This design comes from an exercise in tuning for small area, a short achievable clock period and few clock cycles on the open sky130 flow, not from production work.
The RTL was checked by simulation tests, not by an equivalence proof against the original design.
Power figures rest on the tool's default switching activity, not on a simulated workload.

[design.v]
module EPU(
  input clk,rst,
  input EPU_start,
  output logic im0_CEB,
  output logic im0_WEB,
  output logic [13:0]im0_A,
  output logic [7:0]im0_D,
  input [7:0]im0_Q,
  output logic im1_CEB,
  output logic im1_WEB,
  output logic [13:0]im1_A,
  output logic [7:0]im1_D,
  input [7:0]im1_Q,
  output logic w_CEB,
  output logic [13:0]w_A,
  input [7:0]w_Q,
  output logic EPU_done
);
  localparam S_IDLE  = 3'd0;
  localparam S_BIAS  = 3'd1;
  localparam S_MAC   = 3'd2;
  localparam S_DRAIN = 3'd3;
  localparam S_FIN   = 3'd4;
  localparam S_INIT  = 3'd5;
  logic [2:0]  st;
  logic [2:0]  layer;
  logic [3:0]  oc;           
  logic [5:0]  yy, xx;       
  logic [2:0]  ic;           
  logic [2:0]  pr, pc;       
  logic [3:0]  dcnt;         
  logic [13:0] wb;           
  logic [5:0]  bp;           
  function automatic [13:0] k14(input integer v);
    k14 = v[13:0];
  endfunction
  logic        conv, gap;
  logic [2:0]  c_m1;        
  logic [5:0]  p_m1;        
  logic [3:0]  oc_m1;       
  logic [13:0] s_r, s_ic, s_x, s_y;
  always_comb begin
    conv = !layer[2];
    gap  = (layer == 3'd4);
    c_m1 = 3'd7; p_m1 = 6'd0; oc_m1 = 4'd7;
    s_r = 14'd0; s_ic = 14'd0; s_x = 14'd0; s_y = 14'd0;
    case (layer)
      3'd0: begin c_m1 = 3'd0; p_m1 = 6'd47; oc_m1 = 4'd3;
        s_r = k14(95); s_ic = k14(0); s_x = k14(-503); s_y = k14(-399); end
      3'd1: begin c_m1 = 3'd3; p_m1 = 6'd21; oc_m1 = 4'd7;
        s_r = k14(43); s_ic = k14(2059); s_x = k14(-7155); s_y = k14(-7103); end
      3'd2: begin c_m1 = 3'd7; p_m1 = 6'd8; oc_m1 = 4'd7;
        s_r = k14(17); s_ic = k14(369); s_x = k14(-3501); s_y = k14(-3475); end
      3'd3: begin c_m1 = 3'd7; p_m1 = 6'd1; oc_m1 = 4'd7;
        s_r = k14(4); s_ic = k14(31); s_x = k14(-615); s_y = k14(-601); end
      3'd4: begin p_m1 = 6'd3;  oc_m1 = 4'd7; end
      3'd5: begin p_m1 = 6'd7;  oc_m1 = 4'd15; end
      default: begin p_m1 = 6'd15; oc_m1 = 4'd4; end
    endcase
  end
  logic [2:0] layer_nx;
  logic [2:0] c_m1_nx;
  logic [5:0] p_m1_nx;
  assign layer_nx = layer + 3'd1;
  always_comb begin
    case (layer_nx)
      3'd1: begin c_m1_nx = 3'd3; p_m1_nx = 6'd21; end
      3'd2: begin c_m1_nx = 3'd7; p_m1_nx = 6'd8; end
      3'd3: begin c_m1_nx = 3'd7; p_m1_nx = 6'd1; end
      3'd4: begin c_m1_nx = 3'd7; p_m1_nx = 6'd3; end
      3'd5: begin c_m1_nx = 3'd7; p_m1_nx = 6'd7; end
      3'd6: begin c_m1_nx = 3'd7; p_m1_nx = 6'd15; end
      default: begin c_m1_nx = 3'd0; p_m1_nx = 6'd47; end
    endcase
  end
  logic e_c, e_r, e_ic, e_x, e_y;
  logic win_end, grp_end, lay_end;
  logic t_valid, t_first;
  assign e_c  = (pc == 3'd5);
  assign e_r  = (pr == 3'd5);
  assign e_ic = (ic == 3'd0);
  assign e_x  = (xx == 6'd0);
  assign e_y  = (yy == 6'd0);
  assign win_end = conv ? (e_c & e_r & e_ic) : e_x;
  assign grp_end = win_end & (!conv | (e_x & e_y));
  assign lay_end = grp_end & (oc == oc_m1);
  assign t_valid = !conv | ((pr != 3'd0) & (pc != 3'd0));
  assign t_first = conv ? (ic == c_m1 && pr == 3'd1 && pc == 3'd1) : (xx == p_m1);
  logic [13:0] step;
  always_comb begin
    if (!conv || !e_c) step = 14'd1;
    else if (!e_r)     step = s_r;
    else if (!e_ic)    step = s_ic;
    else if (!e_x)     step = s_x;
    else               step = s_y;
  end
  logic [2:0]  st_n;
  logic        new_layer;    
  logic        start;
  assign start = (st == S_INIT);
  always_comb begin
    st_n = st;
    new_layer = 1'b0;
    case (st)
      S_IDLE:  if (EPU_start) st_n = S_INIT;
      S_INIT:  st_n = S_BIAS;
      S_BIAS:  st_n = S_MAC;
      S_MAC:   if (grp_end) st_n = !lay_end ? S_BIAS : (layer == 3'd6) ? S_FIN : S_DRAIN;
      S_DRAIN: if (dcnt == 4'd10) begin st_n = S_BIAS; new_layer = 1'b1; end
      S_FIN:   st_n = S_FIN;
      default: st_n = S_IDLE;
    endcase
  end
  logic ph5;    
  always_ff @(posedge clk or posedge rst) begin
    if (rst) begin
      st <= S_IDLE;
      layer <= 3'd0;
      EPU_done <= 1'b0;
    end else begin
      st <= st_n;
      if (start) layer <= 3'd0;
      else if (new_layer) layer <= layer_nx;
      EPU_done <= 1'b0;
      if (st == S_FIN && ph5) begin
        EPU_done <= 1'b1;
        st <= S_IDLE;
      end
    end
  end
  always_ff @(posedge clk) begin
    if (start) begin
      oc <= 4'd0; yy <= 6'd47; xx <= 6'd47; ic <= 3'd0; pr <= 3'd0; pc <= 3'd0;
    end else if (new_layer) begin
      oc <= 4'd0; yy <= p_m1_nx; xx <= p_m1_nx; ic <= c_m1_nx; pr <= 3'd0; pc <= 3'd0;
    end else if (st == S_MAC) begin
      if (conv) begin
        pc <= e_c ? 3'd0 : pc + 3'd1;
        if (e_c) begin
          pr <= e_r ? 3'd0 : pr + 3'd1;
          if (e_r) begin
            ic <= e_ic ? c_m1 : ic - 3'd1;
            if (e_ic) begin
              xx <= e_x ? p_m1 : xx - 6'd1;
              if (e_x) yy <= e_y ? p_m1 : yy - 6'd1;
            end
          end
        end
      end else begin
        xx <= e_x ? p_m1 : xx - 6'd1;
      end
      if (grp_end && !lay_end) oc <= oc + 4'd1;
    end
  end
  always_ff @(posedge clk) begin
    if (st == S_DRAIN) dcnt <= dcnt + 4'd1;
    else               dcnt <= 4'd0;
  end
  logic [13:0] step_r;
  logic        ld_r, upd_wb;
  always_ff @(posedge clk) begin
    step_r   <= (st == S_MAC) ? step : 14'd0;
    ld_r     <= (st == S_MAC) && grp_end && !gap;
    upd_wb   <= (st == S_MAC) && grp_end && !gap;
  end
  logic [13:0] w_inc;
  assign w_inc = w_A + 14'd1;
  always_ff @(posedge clk) begin
    if (start)       wb <= 14'd0;
    else if (upd_wb) wb <= w_inc;
    if (start)       bp <= 6'd0;
    else if (st == S_BIAS && !gap) bp <= bp + 6'd1;
  end
  logic wce;
  always_ff @(posedge clk or posedge rst) begin
    if (rst) wce <= 1'b0;
    else     wce <= (st == S_BIAS || (st == S_MAC && t_valid)) && !gap;
  end
  assign w_CEB = !wce;
  logic w_step;
  assign w_step = (st == S_MAC) && t_valid;
  always_ff @(posedge clk) begin
    if (st == S_BIAS)          w_A <= {8'b01010000, bp};
    else if (w_step && t_first) w_A <= wb;
    else                       w_A <= w_A + {13'd0, w_step};
  end
  logic        p_bias, p_valid, p_first, p_last;
  logic        r_bias, r_valid, r_first, r_last;
  logic        m_first, m_last;
  logic        a_first, a_last;
  always_ff @(posedge clk) begin
    p_bias  <= (st == S_BIAS);
    p_valid <= (st == S_MAC) & t_valid;
    p_first <= (st == S_MAC) & t_first;
    r_bias  <= p_bias;
    r_valid <= p_valid;
    r_first <= p_first;
    m_first <= r_first;
    a_first <= m_first;
  end
  always_ff @(posedge clk or posedge rst) begin
    if (rst) begin
      p_last <= 1'b0; r_last <= 1'b0; m_last <= 1'b0; a_last <= 1'b0;
    end else begin
      p_last  <= (st == S_MAC) & win_end;
      r_last  <= p_last;
      m_last  <= r_last;
      a_last  <= m_last;
    end
  end
  logic [7:0] d0, d1, d2, d3, d4, d5, d6, d7;
  logic [7:0] wsel, bias_r;
  logic [3:0] bone, btwo, bneg, one_r, two_r, neg_r;
  assign wsel = !r_valid ? 8'd0 : gap ? 8'd1 : w_Q;
  always_comb begin
    for (int k = 0; k < 4; k++) begin
      logic hi, mid, lo;
      hi  = wsel[2*k+1];
      mid = wsel[2*k];
      lo  = (k == 0) ? 1'b0 : wsel[2*k-1];
      bone[k] = mid ^ lo;
      btwo[k] = (hi & ~mid & ~lo) | (~hi & mid & lo);
      bneg[k] = hi;
    end
  end
  always_ff @(posedge clk) begin
    d0 <= layer[0] ? im1_Q : im0_Q;
    d1 <= d0; d2 <= d1; d3 <= d2; d4 <= d3; d5 <= d4; d6 <= d5; d7 <= d6;
    one_r <= bone; two_r <= btwo; neg_r <= bneg;
    if (r_bias) bias_r <= gap ? 8'd0 : w_Q;
  end
  logic [16:0] s00, c00, s01, c01, s10, c10, s11, c11;
  PE_unit mul00 (.a(d7), .one(one_r), .two(two_r), .neg(neg_r), .g(1'b0), .s(s00), .c(c00));
  PE_unit mul01 (.a(d6), .one(one_r), .two(two_r), .neg(neg_r), .g(1'b0), .s(s01), .c(c01));
  PE_unit mul10 (.a(d1), .one(one_r), .two(two_r), .neg(neg_r), .g(1'b0), .s(s10), .c(c10));
  PE_unit mul11 (.a(d0), .one(one_r), .two(two_r), .neg(neg_r), .g(gap),  .s(s11), .c(c11));
  logic [14:0] s00_r, c00_r, s01_r, c01_r, s10_r, c10_r, s11_r, c11_r;
  logic [22:0] acc00, acc01, acc10, acc11;
  logic [22:0] bias_x;
  localparam logic [22:0] PK = 23'h7F8000;    
  assign bias_x = {{15{bias_r[7]}}, bias_r};
  always_ff @(posedge clk) begin
    s00_r <= s00[14:0]; c00_r <= c00[14:0];
    s01_r <= s01[14:0]; c01_r <= c01[14:0];
    s10_r <= s10[14:0]; c10_r <= c10[14:0];
    s11_r <= s11[14:0]; c11_r <= c11[14:0];
    acc00 <= (a_first ? bias_x : acc00) + {8'd0, s00_r} + {8'd0, c00_r} + PK;
    acc01 <= (a_first ? bias_x : acc01) + {8'd0, s01_r} + {8'd0, c01_r} + PK;
    acc10 <= (a_first ? bias_x : acc10) + {8'd0, s10_r} + {8'd0, c10_r} + PK;
    acc11 <= (a_first ? bias_x : acc11) + {8'd0, s11_r} + {8'd0, c11_r} + PK;
  end
  logic ph1, ph2, ph3, ph4;
  logic sel00, sel01, sel10, sel11;
  logic [22:0] mx, acc_sel;
  logic        gt;
  always_ff @(posedge clk or posedge rst) begin
    if (rst) begin
      ph1 <= 1'b0; ph2 <= 1'b0; ph3 <= 1'b0; ph4 <= 1'b0; ph5 <= 1'b0;
    end else begin
      ph1 <= a_last;
      ph2 <= ph1 & conv;
      ph3 <= ph2;
      ph4 <= ph3;
      ph5 <= ph4 | (ph1 & !conv);
    end
  end
  always_ff @(posedge clk) begin
    sel00 <= a_last & conv;
    sel01 <= ph1 & conv;
    sel10 <= ph2;
    sel11 <= (a_last & !conv) | ph3;
  end
  assign acc_sel = ({23{sel00}} & acc00) | ({23{sel01}} & acc01) |
                   ({23{sel10}} & acc10) | ({23{sel11}} & acc11);
  assign gt = $signed(acc_sel) > $signed(mx);
  always_ff @(posedge clk)
    if (ph1 || ((ph2 || ph3 || ph4) && gt)) mx <= acc_sel;
  logic [22:0] rl;
  logic [7:0]  qv;
  logic        rnd;
  assign rl = mx[22] ? 23'd0 : mx;
  always_comb begin
    case (layer)
      3'd0:    begin qv = rl[17:10]; rnd = rl[9] & ((|rl[8:0]) | rl[10]); end
      3'd4:    begin qv = rl[9:2];   rnd = rl[1] & (rl[0] | rl[2]); end
      3'd5, 3'd6: begin qv = rl[14:7]; rnd = rl[6] & ((|rl[5:0]) | rl[7]); end
      default: begin qv = rl[16:9];  rnd = rl[8] & ((|rl[7:0]) | rl[9]); end
    endcase
  end
  logic [7:0] d_r;
  assign im0_D = d_r;
  assign im1_D = d_r;
  always_ff @(posedge clk) d_r <= qv + {7'd0, rnd};
  logic rd, wr;
  logic ce0, we0, ce1, we1;
  assign rd = (st == S_MAC);
  assign wr = ph5;
  always_ff @(posedge clk or posedge rst) begin
    if (rst) begin
      ce0 <= 1'b0; we0 <= 1'b0;
      ce1 <= 1'b0; we1 <= 1'b0;
    end else begin
      ce0 <= (rd && !layer[0]) || (wr && layer[0]);
      we0 <= wr && layer[0];
      ce1 <= (rd &&  layer[0]) || (wr && !layer[0]);
      we1 <= wr && !layer[0];
    end
  end
  assign im0_CEB = !ce0;
  assign im0_WEB = !we0;
  assign im1_CEB = !ce1;
  assign im1_WEB = !we1;
  logic [13:0] in_base;
  assign in_base = (layer == 3'd6) ? 14'd32 : 14'd0;
  logic [13:0] inc0, inc1;
  assign inc0 = layer[0] ? {13'd0, we0} : step_r;
  assign inc1 = layer[0] ? step_r : {13'd0, we1};
  always_ff @(posedge clk) begin
    if (start) begin
      im0_A <= 14'd0;
      im1_A <= 14'd0;
    end else if (new_layer) begin
      im0_A <= (layer_nx == 3'd5 || layer_nx == 3'd6) ? 14'd32 : 14'd0;
      im1_A <= 14'd0;
    end else begin
      im0_A <= (ld_r && !layer[0]) ? in_base : im0_A + inc0;
      im1_A <= (ld_r &&  layer[0]) ? in_base : im1_A + inc1;
    end
  end
endmodule
module PE_unit(
  input  [7:0]  a,
  input  [3:0]  one,
  input  [3:0]  two,
  input  [3:0]  neg,
  input         g,
  output [16:0] s,
  output [16:0] c
);
  wire sel_0_0;
  wire x_0_0;
  wire sel_0_1;
  wire x_0_1;
  wire sel_0_2;
  wire x_0_2;
  wire sel_0_3;
  wire x_0_3;
  wire sel_0_4;
  wire x_0_4;
  wire sel_0_5;
  wire x_0_5;
  wire sel_0_6;
  wire x_0_6;
  wire sel_0_7;
  wire x_0_7;
  wire sel_0_8;
  wire x_0_8;
  wire sel_1_0;
  wire x_1_0;
  wire sel_1_1;
  wire x_1_1;
  wire sel_1_2;
  wire x_1_2;
  wire sel_1_3;
  wire x_1_3;
  wire sel_1_4;
  wire x_1_4;
  wire sel_1_5;
  wire x_1_5;
  wire sel_1_6;
  wire x_1_6;
  wire sel_1_7;
  wire x_1_7;
  wire sel_1_8;
  wire x_1_8;
  wire sel_2_0;
  wire x_2_0;
  wire sel_2_1;
  wire x_2_1;
  wire sel_2_2;
  wire x_2_2;
  wire sel_2_3;
  wire x_2_3;
  wire sel_2_4;
  wire x_2_4;
  wire sel_2_5;
  wire x_2_5;
  wire sel_2_6;
  wire x_2_6;
  wire sel_2_7;
  wire x_2_7;
  wire sel_2_8;
  wire x_2_8;
  wire sel_3_0;
  wire x_3_0;
  wire sel_3_1;
  wire x_3_1;
  wire sel_3_2;
  wire x_3_2;
  wire sel_3_3;
  wire x_3_3;
  wire sel_3_4;
  wire x_3_4;
  wire sel_3_5;
  wire x_3_5;
  wire sel_3_6;
  wire x_3_6;
  wire sel_3_7;
  wire x_3_7;
  wire sel_3_8;
  wire x_3_8;
  wire pp_g;
  wire t1;
  wire t2;
  wire t3;
  wire t4;
  wire t5;
  wire t6;
  wire t7;
  wire t8;
  wire t9;
  wire t10;
  wire t11;
  wire t12;
  wire t13;
  wire t14;
  wire t15;
  wire t16;
  wire t17;
  wire t18;
  wire t19;
  wire t20;
  wire t21;
  wire t22;
  wire t23;
  wire t24;
  wire t25;
  wire t26;
  wire t27;
  wire t28;
  wire t29;
  wire t30;
  wire t31;
  wire t32;
  wire t33;
  wire t34;
  wire t35;
  wire t36;
  wire t37;
  wire t38;
  wire t39;
  wire t40;
  wire t41;
  wire t42;
  wire t43;
  wire t44;
  wire t45;
  wire t46;
  wire t47;
  wire t48;
  wire t49;
  wire t50;
  assign sel_0_0 = one[0] & a[0];
  assign x_0_0 = sel_0_0 ^ neg[0];
  assign sel_0_1 = (one[0] & a[1]) | (two[0] & a[0]);
  assign x_0_1 = sel_0_1 ^ neg[0];
  assign sel_0_2 = (one[0] & a[2]) | (two[0] & a[1]);
  assign x_0_2 = sel_0_2 ^ neg[0];
  assign sel_0_3 = (one[0] & a[3]) | (two[0] & a[2]);
  assign x_0_3 = sel_0_3 ^ neg[0];
  assign sel_0_4 = (one[0] & a[4]) | (two[0] & a[3]);
  assign x_0_4 = sel_0_4 ^ neg[0];
  assign sel_0_5 = (one[0] & a[5]) | (two[0] & a[4]);
  assign x_0_5 = sel_0_5 ^ neg[0];
  assign sel_0_6 = (one[0] & a[6]) | (two[0] & a[5]);
  assign x_0_6 = sel_0_6 ^ neg[0];
  assign sel_0_7 = (one[0] & a[7]) | (two[0] & a[6]);
  assign x_0_7 = sel_0_7 ^ neg[0];
  assign sel_0_8 = (one[0] & a[7]) | (two[0] & a[7]);
  assign x_0_8 = ~(sel_0_8 ^ neg[0]);
  assign sel_1_0 = one[1] & a[0];
  assign x_1_0 = sel_1_0 ^ neg[1];
  assign sel_1_1 = (one[1] & a[1]) | (two[1] & a[0]);
  assign x_1_1 = sel_1_1 ^ neg[1];
  assign sel_1_2 = (one[1] & a[2]) | (two[1] & a[1]);
  assign x_1_2 = sel_1_2 ^ neg[1];
  assign sel_1_3 = (one[1] & a[3]) | (two[1] & a[2]);
  assign x_1_3 = sel_1_3 ^ neg[1];
  assign sel_1_4 = (one[1] & a[4]) | (two[1] & a[3]);
  assign x_1_4 = sel_1_4 ^ neg[1];
  assign sel_1_5 = (one[1] & a[5]) | (two[1] & a[4]);
  assign x_1_5 = sel_1_5 ^ neg[1];
  assign sel_1_6 = (one[1] & a[6]) | (two[1] & a[5]);
  assign x_1_6 = sel_1_6 ^ neg[1];
  assign sel_1_7 = (one[1] & a[7]) | (two[1] & a[6]);
  assign x_1_7 = sel_1_7 ^ neg[1];
  assign sel_1_8 = (one[1] & a[7]) | (two[1] & a[7]);
  assign x_1_8 = ~(sel_1_8 ^ neg[1]);
  assign sel_2_0 = one[2] & a[0];
  assign x_2_0 = sel_2_0 ^ neg[2];
  assign sel_2_1 = (one[2] & a[1]) | (two[2] & a[0]);
  assign x_2_1 = sel_2_1 ^ neg[2];
  assign sel_2_2 = (one[2] & a[2]) | (two[2] & a[1]);
  assign x_2_2 = sel_2_2 ^ neg[2];
  assign sel_2_3 = (one[2] & a[3]) | (two[2] & a[2]);
  assign x_2_3 = sel_2_3 ^ neg[2];
  assign sel_2_4 = (one[2] & a[4]) | (two[2] & a[3]);
  assign x_2_4 = sel_2_4 ^ neg[2];
  assign sel_2_5 = (one[2] & a[5]) | (two[2] & a[4]);
  assign x_2_5 = sel_2_5 ^ neg[2];
  assign sel_2_6 = (one[2] & a[6]) | (two[2] & a[5]);
  assign x_2_6 = sel_2_6 ^ neg[2];
  assign sel_2_7 = (one[2] & a[7]) | (two[2] & a[6]);
  assign x_2_7 = sel_2_7 ^ neg[2];
  assign sel_2_8 = (one[2] & a[7]) | (two[2] & a[7]);
  assign x_2_8 = ~(sel_2_8 ^ neg[2]);
  assign sel_3_0 = one[3] & a[0];
  assign x_3_0 = sel_3_0 ^ neg[3];
  assign sel_3_1 = (one[3] & a[1]) | (two[3] & a[0]);
  assign x_3_1 = sel_3_1 ^ neg[3];
  assign sel_3_2 = (one[3] & a[2]) | (two[3] & a[1]);
  assign x_3_2 = sel_3_2 ^ neg[3];
  assign sel_3_3 = (one[3] & a[3]) | (two[3] & a[2]);
  assign x_3_3 = sel_3_3 ^ neg[3];
  assign sel_3_4 = (one[3] & a[4]) | (two[3] & a[3]);
  assign x_3_4 = sel_3_4 ^ neg[3];
  assign sel_3_5 = (one[3] & a[5]) | (two[3] & a[4]);
  assign x_3_5 = sel_3_5 ^ neg[3];
  assign sel_3_6 = (one[3] & a[6]) | (two[3] & a[5]);
  assign x_3_6 = sel_3_6 ^ neg[3];
  assign sel_3_7 = (one[3] & a[7]) | (two[3] & a[6]);
  assign x_3_7 = sel_3_7 ^ neg[3];
  assign sel_3_8 = (one[3] & a[7]) | (two[3] & a[7]);
  assign x_3_8 = ~(sel_3_8 ^ neg[3]);
  assign pp_g = g & a[7];
  assign t1 = x_0_6 ^ x_1_4;
  assign t2 = x_0_6 & x_1_4;
  assign t3 = x_0_7 ^ x_1_5;
  assign t4 = x_0_7 & x_1_5;
  assign t5 = x_0_8 ^ x_1_6 ^ x_2_4;
  assign t6 = (x_0_8 & x_1_6) | (x_0_8 & x_2_4) | (x_1_6 & x_2_4);
  assign t7 = x_3_2 ^ pp_g;
  assign t8 = x_3_2 & pp_g;
  assign t9 = x_1_7 ^ x_2_5 ^ x_3_3;
  assign t10 = (x_1_7 & x_2_5) | (x_1_7 & x_3_3) | (x_2_5 & x_3_3);
  assign t11 = x_0_4 ^ x_1_2;
  assign t12 = x_0_4 & x_1_2;
  assign t13 = x_0_5 ^ x_1_3;
  assign t14 = x_0_5 & x_1_3;
  assign t15 = t1 ^ x_2_2 ^ x_3_0;
  assign t16 = (t1 & x_2_2) | (t1 & x_3_0) | (x_2_2 & x_3_0);
  assign t17 = t3 ^ x_2_3 ^ x_3_1;
  assign t18 = (t3 & x_2_3) | (t3 & x_3_1) | (x_2_3 & x_3_1);
  assign t19 = t5 ^ t7 ^ t4;
  assign t20 = (t5 & t7) | (t5 & t4) | (t7 & t4);
  assign t21 = t9 ^ t6 ^ t8;
  assign t22 = (t9 & t6) | (t9 & t8) | (t6 & t8);
  assign t23 = x_1_8 ^ x_2_6 ^ x_3_4;
  assign t24 = (x_1_8 & x_2_6) | (x_1_8 & x_3_4) | (x_2_6 & x_3_4);
  assign t25 = x_2_7 ^ x_3_5;
  assign t26 = x_2_7 & x_3_5;
  assign t27 = x_0_2 ^ x_1_0;
  assign t28 = x_0_2 & x_1_0;
  assign t29 = x_0_3 ^ x_1_1;
  assign t30 = x_0_3 & x_1_1;
  assign t31 = t11 ^ x_2_0 ^ neg[2];
  assign t32 = (t11 & x_2_0) | (t11 & neg[2]) | (x_2_0 & neg[2]);
  assign t33 = t13 ^ x_2_1 ^ t12;
  assign t34 = (t13 & x_2_1) | (t13 & t12) | (x_2_1 & t12);
  assign t35 = t15 ^ neg[3] ^ t14;
  assign t36 = (t15 & neg[3]) | (t15 & t14) | (neg[3] & t14);
  assign t37 = t17 ^ t2 ^ t16;
  assign t38 = (t17 & t2) | (t17 & t16) | (t2 & t16);
  assign t39 = t19 ^ t18 ^ 1'b1;
  assign t40 = (t19 & t18) | (t19 & 1'b1) | (t18 & 1'b1);
  assign t41 = t21 ^ t20 ^ 1'b1;
  assign t42 = (t21 & t20) | (t21 & 1'b1) | (t20 & 1'b1);
  assign t43 = t23 ^ t10 ^ t22;
  assign t44 = (t23 & t10) | (t23 & t22) | (t10 & t22);
  assign t45 = t25 ^ t24 ^ 1'b1;
  assign t46 = (t25 & t24) | (t25 & 1'b1) | (t24 & 1'b1);
  assign t47 = x_2_8 ^ x_3_6 ^ t26;
  assign t48 = (x_2_8 & x_3_6) | (x_2_8 & t26) | (x_3_6 & t26);
  assign t49 = x_3_7 ^ 1'b1;
  assign t50 = x_3_7 & 1'b1;
  assign s[0] = x_0_0;
  assign c[0] = neg[0];
  assign s[1] = x_0_1;
  assign c[1] = 1'b0;
  assign s[2] = t27;
  assign c[2] = neg[1];
  assign s[3] = t29;
  assign c[3] = t28;
  assign s[4] = t31;
  assign c[4] = t30;
  assign s[5] = t33;
  assign c[5] = t32;
  assign s[6] = t35;
  assign c[6] = t34;
  assign s[7] = t37;
  assign c[7] = t36;
  assign s[8] = t39;
  assign c[8] = t38;
  assign s[9] = t41;
  assign c[9] = t40;
  assign s[10] = t43;
  assign c[10] = t42;
  assign s[11] = t45;
  assign c[11] = t44;
  assign s[12] = t47;
  assign c[12] = t46;
  assign s[13] = t49;
  assign c[13] = t48;
  assign s[14] = x_3_8;
  assign c[14] = t50;
  assign s[15] = 1'b1;
  assign c[15] = 1'b0;
  assign s[16] = 1'b1;
  assign c[16] = 1'b0;
endmodule
[flow/run.sh]
#!/bin/bash
# Layout flow: the standard flow (standard.sh, which runs ORFS from
# synthesis to the final layout with the standard flow's config.mk and constraints),
# with these changes to how the layout is optimised:
#  - repair_timing aims for 7.5 ns of setup slack instead of 0, so the
#    resizer upsizes and buffers paths for a shorter achieved period;
#  - clock tree clusters of up to 25 sinks within 80 um (fewer, larger
#    leaf buffers);
#  - the port buffers that buffer_ports inserts are buf_4 cells.
# The clock period, constraints, synthesis and every other step are the
# standard flow's. ORFS writes each step's full log under orfs/logs/.
export SETUP_SLACK_MARGIN=7.5
export CTS_CLUSTER_SIZE=25
export CTS_CLUSTER_DIAMETER=80
export BUFFER_PORTS_ARGS="-buffer_cell sky130_fd_sc_hd__buf_4"
bash standard.sh > standard.log 2>&1
[standard.sh]
#!/bin/bash
# synth_recipe.tcl (not shown) runs the flow's synth.tcl, then flattens the netlist and writes it again
# the make line also repeats each setting of config.mk as NAME=value (left out here)
make -C /OpenROAD-flow-scripts/flow DESIGN_CONFIG=/design/flow/config.mk WORK_HOME=/design/flow/orfs CLKGATE_MAP_FILE= SYNTH_SCRIPT=/design/flow/synth_recipe.tcl "${@:-finish}"
[config.mk]
export PLATFORM = sky130hd
export DESIGN_NAME = EPU
export DESIGN_NICKNAME = EPU
export VERILOG_FILES = /design/flow/design.v
export SDC_FILE = /design/flow/constraint.sdc
export NUM_CORES = 8
export LEC_CHECK = 0
export CAP_MARGIN = 20
export CORE_MARGIN = 2
export CORE_UTILIZATION = 35
export SLEW_MARGIN = 20
[constraint.sdc]
create_clock -name core_clock -period 11.0 [get_ports {clk}]
set_input_delay 2.2000 -clock core_clock [delete_from_list [all_inputs] [get_ports {clk}]]
set_output_delay 2.2000 -clock core_clock [all_outputs]
set_load 0.01 [all_outputs]
==> results.txt, run 1 <==
Mapped Area 26400 um2; Initial Utilization 35.4%; largest net degree at the start of global routing 46; Die Y 278 um; Syn-to-layout area delta 13.7%; pre-CTS setup slack 6.51 ns; CTS max path bufs 3; Reg clk slew, reported paths 0.10 ns; drt via density 5.21; Ys Warns 1; cell breakdown of the critical path clkbuf_16, and2_4, clkbuf_16, a21o_1, fa_1, ha_1, a21oi_1, o21ai_1, a2111oi_2, buf_4, a211oi_2, o31ai_2, mux2i_1, o211ai_1; final hold violation count 0; Power Dens Cells 205 nW/um2; Psw 2.32 mW; CTS buffer count 30; DRC viols 0; ratio of cells with drive above 1 in the final layout 12.6%; relative slew slack 43.7%; Crit Path Max Fanout 7; asr flop ratio synth 4.61%; drt pass-1 iters 5; WP data required 11.51 ns; CP Class register to register; Sw Share 37.7%; I/O pin count 91; Setup crit start kind register; worst setup margin 7.46 ns; Comb pwr share 42.3%; cell count after synthesis 2795; overall routing resource usage 17.1%; CP endpoint kind register; Die ar. 77500 um2; ys flop type dfxtp_1; RePlAce Congestion 0.863; synthesized flop and latch total 456; Fin Hold WS 0.328 ns; maximum vdd drop 0.134 mV; clock latency on the worst-skew pair 0.63 ns; Yosys top cell by area dfxtp_1; grt ovf 0; Iter 0 DRT Violations 1328; Setup-failing EPs final 0; WP data arrival 4.05 ns; syn nets 3133; Final nets 3149; first-pass GRT wire length 107000 um; Hold Crit Class register to register; FP Rows 100; P_leak 12.9 nW; Detail Route Antenna Nets 0; top cells by area, synth dfxtp_1 31%, ha_1 9.7%, fa_1 8.1%; DPL Wire Length 47500 um; vias in the first global route 19561; port bufs 90; Chip Width 278 um; H-tree lvl count 1; Final Util 40.3%; number of flops mapped to enable cells by yosys 31; Worst path slowest cell dfxtp_4; Fmax 282 MHz; core area 74400 um2; clk root buf clkbuf_16; maxcap violations 0; clk sink count 456; actual slew at the worst max-slew pin 0.844 ns; RSZ-0062 raised after global routing true; CTS tree done; post-synthesis sequential area ratio 36.2%; Yosys cell types 84; Clk network pwr share 20.7%; vias 19810; Sequential Power Share 37.0%; clock skew 0.0259 ns; most used cell, CP clkbuf_16; initial antenna violation count 4; Critical Path Max Stage Delay 0.44 ns; minimum clock period 3.54 ns; outcome finished clean; share of the synthesized area in the top cell type 30.7%; Power Internal 3.83 mW; Final Max Slew Viols 0; commonest non-fill, non-tap cells in the layout 389 x dfxtp_1, 217 x inv_1, 197 x nor2_1, 179 x xnor2_1, 179 x ha_1; Wirelength per Cell 17.9 um; syn_area_per_cell 9.43 um2; commonest non-fill, non-tap cell in the layout dfxtp_1; wirelength, routed 68000 um; TNS Setup 0 ns; Final period util 32.2%
worst max-delay path, delay by kind of cell (launching register included):
| kind | cells | cell delay, ns |
|---|---|---|
| DFF | 1 | 0.44 |
| adders and majority gates | 2 | 0.82 |
| buffers and inverters | 3 | 0.58 |
| muxes | 1 | 0.24 |
| AOI/OAI and AO/OA | 7 | 1.12 |
| and+or+nand+nor | 1 | 0.25 |
flip-flops by register name, summed over array words and instances, names as in the netlist, 12 cells and up:
| signal | cells |
|---|---|
| s10_r | 15 |
| im0_A | 14 |
| wb | 14 |
| acc01 | 23 |
| acc00 | 23 |
| c00_r | 12 |
| step_r | 14 |
| s00_r | 15 |
| c01_r | 12 |
| s11_r | 15 |
| c11_r | 14 |
| acc10 | 23 |
| mx | 23 |
| acc11 | 23 |
| w_A | 14 |
| s01_r | 15 |
| c10_r | 12 |
| im1_A | 14 |
layer usage:
layer  share of wire [%]  global-route usage, %  vias to the layer above  wire length [um]
met1                  46                   22.9                     9533             31400
met4                 2.4                   4.60                        2              1660
li1                    -                      -                     9717                 -
met2                  47                   29.0                      464             31900
met5               0.018                      0                        -                12
met3                 4.5                   2.35                       94              3080
power groups by stage:
stage / clock (mW) / sequential, mW / combinational (mW)
finish: 1.27 / 2.28 / 2.60
global route: 1.37 / 2.32 / 2.92
CTS: 1.31 / 2.28 / 2.33
detailed placement: 0 / 2.31 / 2.17
global placement: 0 / 2.32 / 2.13
floorplan: 0 / 2.22 / 1.75
cell type report:
cell class                      instances  area [um2]
Fill cell                            7237       44500
Multi-Input combinational cell       1961       16000
Sequential cell                       456        9570
Timing Repair Buffer                  143        1300
Tap cell                              969        1210
Inverter                              219         835
Clock buffer                           32         801
Clock inverter                         23         265
Antenna cell                            2        5.00
metrics by stage:
stage	power (mW)	cells	cell area (um2)
after floorplan	3.97	2795	26400
after global placement	4.45	3719	27800
after detailed placement	4.48	3719	27800
after CTS	5.91	3782	29300
after global routing	6.61	3803	30000
final	6.15	3805	30000
Yosys cell counts, types with 9 or more instances:
library cell / count
nand2b_1: 21
fa_1: 107
o21a_1: 20
ha_1: 204
buf_4: 11
a211oi_1: 44
a31oi_1: 17
dfxtp_1: 404
and3_1: 23
nand3_1: 42
a21oi_1: 159
a21o_1: 77
a22oi_1: 162
inv_1: 217
and2_1: 30
nand4_1: 18
clkbuf_1: 105
dfrtp_1: 21
o211ai_1: 10
clkbuf_2: 18
o21bai_1: 10
o21ai_0: 109
edfxtp_1: 31
nor2_1: 201
mux2i_1: 32
xor2_1: 107
mux2_2: 17
nor2b_1: 33
xnor2_1: 179
nand2_1: 141
nor3_1: 55
a2111oi_0: 9
buf_1: 17
timing repair:
item | in CTS | in global routing
pin swaps | 5 | 41
gates cloned | 5 | 2
buffers inserted | 3 | 19
resized for setup | 77 | 105
endpoints found under the setup margin | 116 | 81
hold buffers | 0 | 0
cells by family (layout without fill, tap and decap cells):
group / after synthesis / in the layout / share of synthesized area [%]
buffers and inverters: 378 / 417 / 5.71
adder cells (fa/ha/maj): 311 / 311 / 17.8
XOR/XNOR: 286 / 286 / 9.50
AND/OR/NAND/NOR: 622 / 622 / 11.5
multiplexers: 49 / 49 / 1.94
other: 0 / 2 / 0
flip-flops: 456 / 456 / 36.2
AO/OA/AOI/OAI: 693 / 693 / 17.4
final timing paths:
| kind | startpoint | endpoint | slack, ns | depth (start not counted) |
|---|---|---|---|---|
| min in group asynchronous | rst | ph2$_DFF_PP0_ | 1.76 | 2 |
| worst max register to register | a_first$_DFF_P_ | acc10[20]$_DFF_P_ | 7.46 | 14 |
| worst min-delay path | d3[0]$_DFF_P_ | d4[0]$_DFF_P_ | 0.33 | 0 |
| worst max-delay path | a_first$_DFF_P_ | acc10[20]$_DFF_P_ | 7.46 | 14 |
| max in group asynchronous | rst | layer[0]$_DFFE_PP0P_ | 8.62 | 2 |
| worst min register to register | d3[0]$_DFF_P_ | d4[0]$_DFF_P_ | 0.33 | 0 |
Testbench counts, summed over its fixed seeds: cycles 4,342,224.
==> inputs of run 2 (changes only) <==
--- a/design.v
+++ b/design.v
@@ -211,6 +211,7 @@
   logic [7:0] d0, d1, d2, d3, d4, d5, d6, d7;
   logic [7:0] wsel, bias_r;
   logic [3:0] bone, btwo, bneg, one_r, two_r, neg_r;
+  logic       g_r;
   assign wsel = !r_valid ? 8'd0 : gap ? 8'd1 : w_Q;
   always_comb begin
     for (int k = 0; k < 4; k++) begin
@@ -227,37 +228,56 @@
     d0 <= layer[0] ? im1_Q : im0_Q;
     d1 <= d0; d2 <= d1; d3 <= d2; d4 <= d3; d5 <= d4; d6 <= d5; d7 <= d6;
     one_r <= bone; two_r <= btwo; neg_r <= bneg;
+    g_r <= gap & r_valid;    
     if (r_bias) bias_r <= gap ? 8'd0 : w_Q;
   end
   logic [16:0] s00, c00, s01, c01, s10, c10, s11, c11;
+  logic [14:0] s00_r, c00_r, s01_r, c01_r, s10_r, c10_r, s11_r, c11_r;
   PE_unit mul00 (.a(d7), .one(one_r), .two(two_r), .neg(neg_r), .g(1'b0), .s(s00), .c(c00));
   PE_unit mul01 (.a(d6), .one(one_r), .two(two_r), .neg(neg_r), .g(1'b0), .s(s01), .c(c01));
   PE_unit mul10 (.a(d1), .one(one_r), .two(two_r), .neg(neg_r), .g(1'b0), .s(s10), .c(c10));
-  PE_unit mul11 (.a(d0), .one(one_r), .two(two_r), .neg(neg_r), .g(gap),  .s(s11), .c(c11));
-  logic [14:0] s00_r, c00_r, s01_r, c01_r, s10_r, c10_r, s11_r, c11_r;
-  logic [22:0] acc00, acc01, acc10, acc11;
+  PE_unit mul11 (.a(d0), .one(one_r), .two(two_r), .neg(neg_r), .g(g_r),  .s(s11), .c(c11));
+  logic        h_first;
+  always_ff @(posedge clk) h_first <= a_first;
+  logic [15:0] lo00, lo01, lo10, lo11;
+  logic [6:0]  hi00, hi01, hi10, hi11;
+  logic        up00, up01, up10, up11, dn00, dn01, dn10, dn11;
+  logic [16:0] t00, t01, t10, t11;
   logic [22:0] bias_x;
-  localparam logic [22:0] PK = 23'h7F8000;    
   assign bias_x = {{15{bias_r[7]}}, bias_r};
+  assign t00 = (a_first ? bias_x[15:0] : lo00) + {2'b0, s00_r} + {2'b0, c00_r};
+  assign t01 = (a_first ? bias_x[15:0] : lo01) + {2'b0, s01_r} + {2'b0, c01_r};
+  assign t10 = (a_first ? bias_x[15:0] : lo10) + {2'b0, s10_r} + {2'b0, c10_r};
+  assign t11 = (a_first ? bias_x[15:0] : lo11) + {2'b0, s11_r} + {2'b0, c11_r};
   always_ff @(posedge clk) begin
     s00_r <= s00[14:0]; c00_r <= c00[14:0];
     s01_r <= s01[14:0]; c01_r <= c01[14:0];
     s10_r <= s10[14:0]; c10_r <= c10[14:0];
     s11_r <= s11[14:0]; c11_r <= c11[14:0];
-    acc00 <= (a_first ? bias_x : acc00) + {8'd0, s00_r} + {8'd0, c00_r} + PK;
-    acc01 <= (a_first ? bias_x : acc01) + {8'd0, s01_r} + {8'd0, c01_r} + PK;
-    acc10 <= (a_first ? bias_x : acc10) + {8'd0, s10_r} + {8'd0, c10_r} + PK;
-    acc11 <= (a_first ? bias_x : acc11) + {8'd0, s11_r} + {8'd0, c11_r} + PK;
+    lo00 <= {~t00[15], t00[14:0]}; up00 <= t00[16] & t00[15]; dn00 <= !t00[16] & !t00[15];
+    lo01 <= {~t01[15], t01[14:0]}; up01 <= t01[16] & t01[15]; dn01 <= !t01[16] & !t01[15];
+    lo10 <= {~t10[15], t10[14:0]}; up10 <= t10[16] & t10[15]; dn10 <= !t10[16] & !t10[15];
+    lo11 <= {~t11[15], t11[14:0]}; up11 <= t11[16] & t11[15]; dn11 <= !t11[16] & !t11[15];
+    hi00 <= (h_first ? bias_x[22:16] : hi00) + {{6{dn00}}, up00 | dn00};
+    hi01 <= (h_first ? bias_x[22:16] : hi01) + {{6{dn01}}, up01 | dn01};
+    hi10 <= (h_first ? bias_x[22:16] : hi10) + {{6{dn10}}, up10 | dn10};
+    hi11 <= (h_first ? bias_x[22:16] : hi11) + {{6{dn11}}, up11 | dn11};
   end
-  logic ph1, ph2, ph3, ph4;
+  logic [22:0] acc00, acc01, acc10, acc11;
+  assign acc00 = {hi00, lo00};
+  assign acc01 = {hi01, lo01};
+  assign acc10 = {hi10, lo10};
+  assign acc11 = {hi11, lo11};
+  logic x_last, ph1, ph2, ph3, ph4;
   logic sel00, sel01, sel10, sel11;
   logic [22:0] mx, acc_sel;
   logic        gt;
   always_ff @(posedge clk or posedge rst) begin
     if (rst) begin
-      ph1 <= 1'b0; ph2 <= 1'b0; ph3 <= 1'b0; ph4 <= 1'b0; ph5 <= 1'b0;
+      x_last <= 1'b0; ph1 <= 1'b0; ph2 <= 1'b0; ph3 <= 1'b0; ph4 <= 1'b0; ph5 <= 1'b0;
     end else begin
-      ph1 <= a_last;
+      x_last <= a_last;
+      ph1 <= x_last;
       ph2 <= ph1 & conv;
       ph3 <= ph2;
       ph4 <= ph3;
@@ -265,10 +285,10 @@
     end
   end
   always_ff @(posedge clk) begin
-    sel00 <= a_last & conv;
+    sel00 <= x_last & conv;
     sel01 <= ph1 & conv;
     sel10 <= ph2;
-    sel11 <= (a_last & !conv) | ph3;
+    sel11 <= (x_last & !conv) | ph3;
   end
   assign acc_sel = ({23{sel00}} & acc00) | ({23{sel01}} & acc01) |
                    ({23{sel10}} & acc10) | ({23{sel11}} & acc11);
@@ -279,13 +299,17 @@
   logic [7:0]  qv;
   logic        rnd;
   assign rl = mx[22] ? 23'd0 : mx;
+  logic sh10, sh2, sh7;    
+  always_ff @(posedge clk) begin
+    sh10 <= (layer == 3'd0);
+    sh2  <= (layer == 3'd4);
+    sh7  <= (layer == 3'd5) || (layer == 3'd6);
+  end
   always_comb begin
-    case (layer)
-      3'd0:    begin qv = rl[17:10]; rnd = rl[9] & ((|rl[8:0]) | rl[10]); end
-      3'd4:    begin qv = rl[9:2];   rnd = rl[1] & (rl[0] | rl[2]); end
-      3'd5, 3'd6: begin qv = rl[14:7]; rnd = rl[6] & ((|rl[5:0]) | rl[7]); end
-      default: begin qv = rl[16:9];  rnd = rl[8] & ((|rl[7:0]) | rl[9]); end
-    endcase
+    if (sh10)     begin qv = rl[17:10]; rnd = rl[9] & ((|rl[8:0]) | rl[10]); end
+    else if (sh2) begin qv = rl[9:2];   rnd = rl[1] & (rl[0] | rl[2]); end
+    else if (sh7) begin qv = rl[14:7];  rnd = rl[6] & ((|rl[5:0]) | rl[7]); end
+    else          begin qv = rl[16:9];  rnd = rl[8] & ((|rl[7:0]) | rl[9]); end
   end
   logic [7:0] d_r;
   assign im0_D = d_r;
==> results.txt, run 2 <==
Detail Route Antenna Nets 0 (unchanged); RR Endpoint dn11$_DFF_P_ (was acc10[20]$_DFF_P_); Final Util 38.9% (was 40.3%); Hold Path Stages 0 (unchanged); DPL Wire Length 47300 um (was 47500 um); Crit. path cell count 1 (was 14); r2r worst-path depth 12 (was 14); main combinational cell family by area after synthesis adder cells (unchanged); RSZ-0062 raised after global routing true (unchanged); WP data arrival 1.20 ns (was 4.05 ns); Largest register FFs 23; clk sink count 470 (was 456); Ys Warns 1 (unchanged); final hold violation count 0 (unchanged); Setup crit start kind register (unchanged); Clk network pwr share 16.7% (was 20.7%); syn_area_per_cell 9.52 um2 (was 9.43 um2); Worst Hold End d5[1]$_DFF_P_ (was d4[0]$_DFF_P_); TNS Setup 0 ns (unchanged); first-pass GRT wire length 103000 um (was 107000 um); Hold Crit Class register to register (unchanged); WP data required 8.80 ns (was 11.51 ns); largest net degree at the start of global routing 48 (was 46); Simple-Gate Fraction of Synth Area 10.8% (was 11.5%); antenna cells 0 (was 2); Syn-to-layout area delta 10.1% (was 13.7%); r2r startpoint bias_r[7]$_SDFFCE_PP0P_ (was a_first$_DFF_P_); Final nets 3095 (was 3149); synthesized flop and latch total 470 (was 456); asr flop ratio synth 4.68% (was 4.61%); Worst path slowest cell dfxtp_1 (was dfxtp_4); Comb pwr share 50.1% (was 42.3%); final instance area 28900 um2 (was 30000 um2); DRC viols 0 (unchanged); hold_sp d4[1]$_DFF_P_ (was d3[0]$_DFF_P_); Initial Utilization 35.3% (was 35.4%); share of the synthesized area in the top cell type 31.8% (was 30.7%); Adder-Cell Fraction of Synth Area 18.2% (was 17.8%); initial antenna violation count 0 (was 4); Critical Path Max Stage Delay 0.43 ns (was 0.44 ns); syn nets 3100 (was 3133); commonest non-fill, non-tap cell in the layout dfxtp_1 (unchanged); Synth top cells by count 417 x dfxtp_1, 275 x inv_1, 204 x ha_1, 185 x xnor2_1, 175 x nor2_1 (was 404 x dfxtp_1, 217 x inv_1, 204 x ha_1, 201 x nor2_1, 179 x xnor2_1); vias in the first global route 18272 (was 19561); cell count after synthesis 2758 (was 2795); P_leak 12.8 nW (was 12.9 nW); Wirelength per Cell 17.5 um (was 17.9 um); Biggest register mx; maximum vdd drop 0.196 mV (was 0.134 mV); FP Rows 100 (unchanged); CP endpoint kind output pin (was register); CTS buffer count 29 (was 30); Sequential Power Share 33.2% (was 37.0%); CTS max path bufs 3 (unchanged); Yosys top cell by area dfxtp_1 (unchanged); vias 18844 (was 19810); post-synthesis mux area share 1.94% (about the same); Critical path buffers and inverters 1 (was 3); post-synthesis sequential area ratio 37.4% (was 36.2%); number of flops mapped to enable cells by yosys 31 (unchanged); outcome finished clean (unchanged); Reg clk slew, reported paths 0.10 ns (about the same); CTS tree done (unchanged); Final Max Slew Viols 0 (unchanged); I/O pin count 91 (unchanged); Setup-failing EPs final 0 (unchanged); Psw 2.98 mW (was 2.32 mW); most frequent cell after synthesis dfxtp_1 (unchanged); Die ar. 77200 um2 (was 77500 um2); Crit Path Max Fanout 5 (was 7); Sw Share 40.5% (was 37.7%); Power Internal 4.39 mW (was 3.83 mW); core area 74300 um2 (was 74400 um2); clk root buf clkbuf_16 (unchanged); CP Class register to output pin (was register to register); maxcap violations 0 (unchanged); cell family with most CP delay flip-flops (was compound AO/OA/AOI/OAI gates); cell breakdown of the critical path buf_4 (was clkbuf_16, and2_4, clkbuf_16, a21o_1, fa_1, ha_1, a21oi_1, o21ai_1, a2111oi_2, buf_4, a211oi_2, o31ai_2, mux2i_1, o211ai_1); Reg2Reg Setup Slack 7.64 ns (was 7.46 ns); drt via density 5.03 (was 5.21); clock latency on the worst-skew pair 0.62 ns (was 0.63 ns); commonest non-fill, non-tap cells in the layout 397 x dfxtp_1, 274 x inv_1, 202 x ha_1, 185 x xnor2_1, 175 x nor2_1 (was 389 x dfxtp_1, 217 x inv_1, 197 x nor2_1, 179 x xnor2_1, 179 x ha_1); Chip Width 278 um (about the same); minimum clock period 3.40 ns (was 3.54 ns); actual slew at the worst max-slew pin 0.938 ns (was 0.844 ns); relative slew slack 36.9% (was 43.7%); XOR/XNOR share of the synthesized area 9.31% (was 9.50%); ratio of cells with drive above 1 in the final layout 8.94% (was 12.6%); Area after DPL 27600 um2 (was 27800 um2); wirelength, routed 65300 um (was 68000 um); Power Dens Cells 255 nW/um2 (was 205 nW/um2); Yosys cell types 85 (was 84); H-tree lvl count 1 (unchanged); Final period util 30.9% (was 32.2%); drt pass-1 iters 5 (unchanged); Iter 0 DRT Violations 1220 (was 1328); port bufs 90 (unchanged); grt ovf 0 (unchanged); clock skew 0.0299 ns (was 0.0259 ns); Fmax 294 MHz (was 282 MHz); hold_buf cts 0 (unchanged); top cells by area, synth dfxtp_1 32%, ha_1 9.7%, fa_1 8.5% (was dfxtp_1 31%, ha_1 9.7%, fa_1 8.1%); post-synthesis compound-gate area fraction 15.7% (was 17.4%); overall routing resource usage 16.5% (was 17.1%); RePlAce Congestion 0.897 (was 0.863); Die Y 278 um (about the same); Mapped Area 26300 um2 (was 26400 um2); ys flop type dfxtp_1 (unchanged)
run 2: layout make-up:
type / instances / area, um2
Clock inverter: 17 / 244
Fill cell: 7487 / 45400
Multi-Input combinational cell: 1859 / 14800
Clock buffer: 35 / 748
Tap cell: 969 / 1210
Sequential cell: 470 / 9860
Inverter: 275 / 1030
Timing Repair Buffer: 118 / 978
run 2: cells by family (layout without fill, tap and decap cells):
group | count (synthesis) | after routing
AO/OA/AOI/OAI | 637 | 638
AND/OR/NAND/NOR | 578 | 578
flip-flops | 470 | 470
buffers and inverters | 430 | 445
adder cells (fa/ha/maj) | 315 | 315
XOR/XNOR | 279 | 279
multiplexers | 49 | 49
run 2: worst max-delay path by stage:
stage	end	slack, ns	from
2_1_floorplan	dn00$_DFF_P_	7.59	a_first$_DFF_P_
3_3_place_gp	up01$_DFF_P_	7.02	a_first$_DFF_P_
3_5_place_dp	up01$_DFF_P_	6.94	a_first$_DFF_P_
4_1_cts	w_A[1]	7.52	w_A[1]$_DFF_P_
5_1_grt	dn11$_DFF_P_	7.45	a_first$_DFF_P_
6_report	w_A[12]	7.60	w_A[12]$_SDFF_PP1_
run 2: repair_timing:
action	CTS	global route
gates resized for setup	27	26
cloned	2	2
buffers inserted	0	3
setup endpoints to repair	76	59
pin swaps	0	6
run 2: stage by stage:
step / power (mW) / setup WS, ns / hold WS, ns / std cells
5_1_grt: 8.01 / 7.45 / 0.342 / 3743
6_report: 7.37 / 7.60 / 0.333 / 3743
2_1_floorplan: 5.18 / 7.59 / 0.310 / 2758
3_5_place_dp: 6.01 / 6.94 / 0.312 / 3684
3_3_place_gp: 5.98 / 7.02 / 0.311 / 3684
4_1_cts: 7.31 / 7.52 / 0.335 / 3738
run 2: power groups by stage:
| stage | logic (mW) | registers (mW) | clock network (mW) |
|---|---|---|---|
| after detailed placement | 3.52 | 2.49 | 0 |
| after CTS | 3.58 | 2.45 | 1.27 |
| final | 3.69 | 2.45 | 1.23 |
| after global placement | 3.48 | 2.50 | 0 |
| after global routing | 4.19 | 2.48 | 1.33 |
| after floorplan | 2.85 | 2.33 | 0 |
run 2: routing by layer:
layer / part of all wire, % / up-vias / global-route usage, %
met2: 45 / 411 / 26.1
met5: 0 / - / 0
met1: 49 / 9023 / 24.3
met4: 1.4 / 0 / 2.99
met3: 5.0 / 61 / 2.09
li1: - / 9349 / -
Testbench counts of run 2, summed over its fixed seeds: cycles 4,342,228.

==> separate check: timing with driven ports <==
Ports are ideal in the flow. The routed layouts listed here were re-timed in OpenROAD.
Step 1, drivers: a clkbuf_16 drives clk and a buf_2 each remaining input, both assumed.
Step 2 moves the port delays by t, midway between the first and last clock arrival at a register: inputs arrive t later, outputs are due t later. That takes back most of the time a late clock gives input paths.
Slacks: no drivers / after step 1 / after step 2; pairs: no drivers / after step 1.
run	shift t [ns]	setup WS [ns]	worst setup path at the end	worst register clock-pin slew, ns	worst slew at a driven data input, ns
run 1	0.674	7.456 / 7.456 / 7.456	register to register	0.10 / 0.10	0.10
run 2	0.669	7.600 / 7.535 / 7.637	register to register	0.10 / 0.10	0.07
After both steps setup and hold are still met in every run listed.
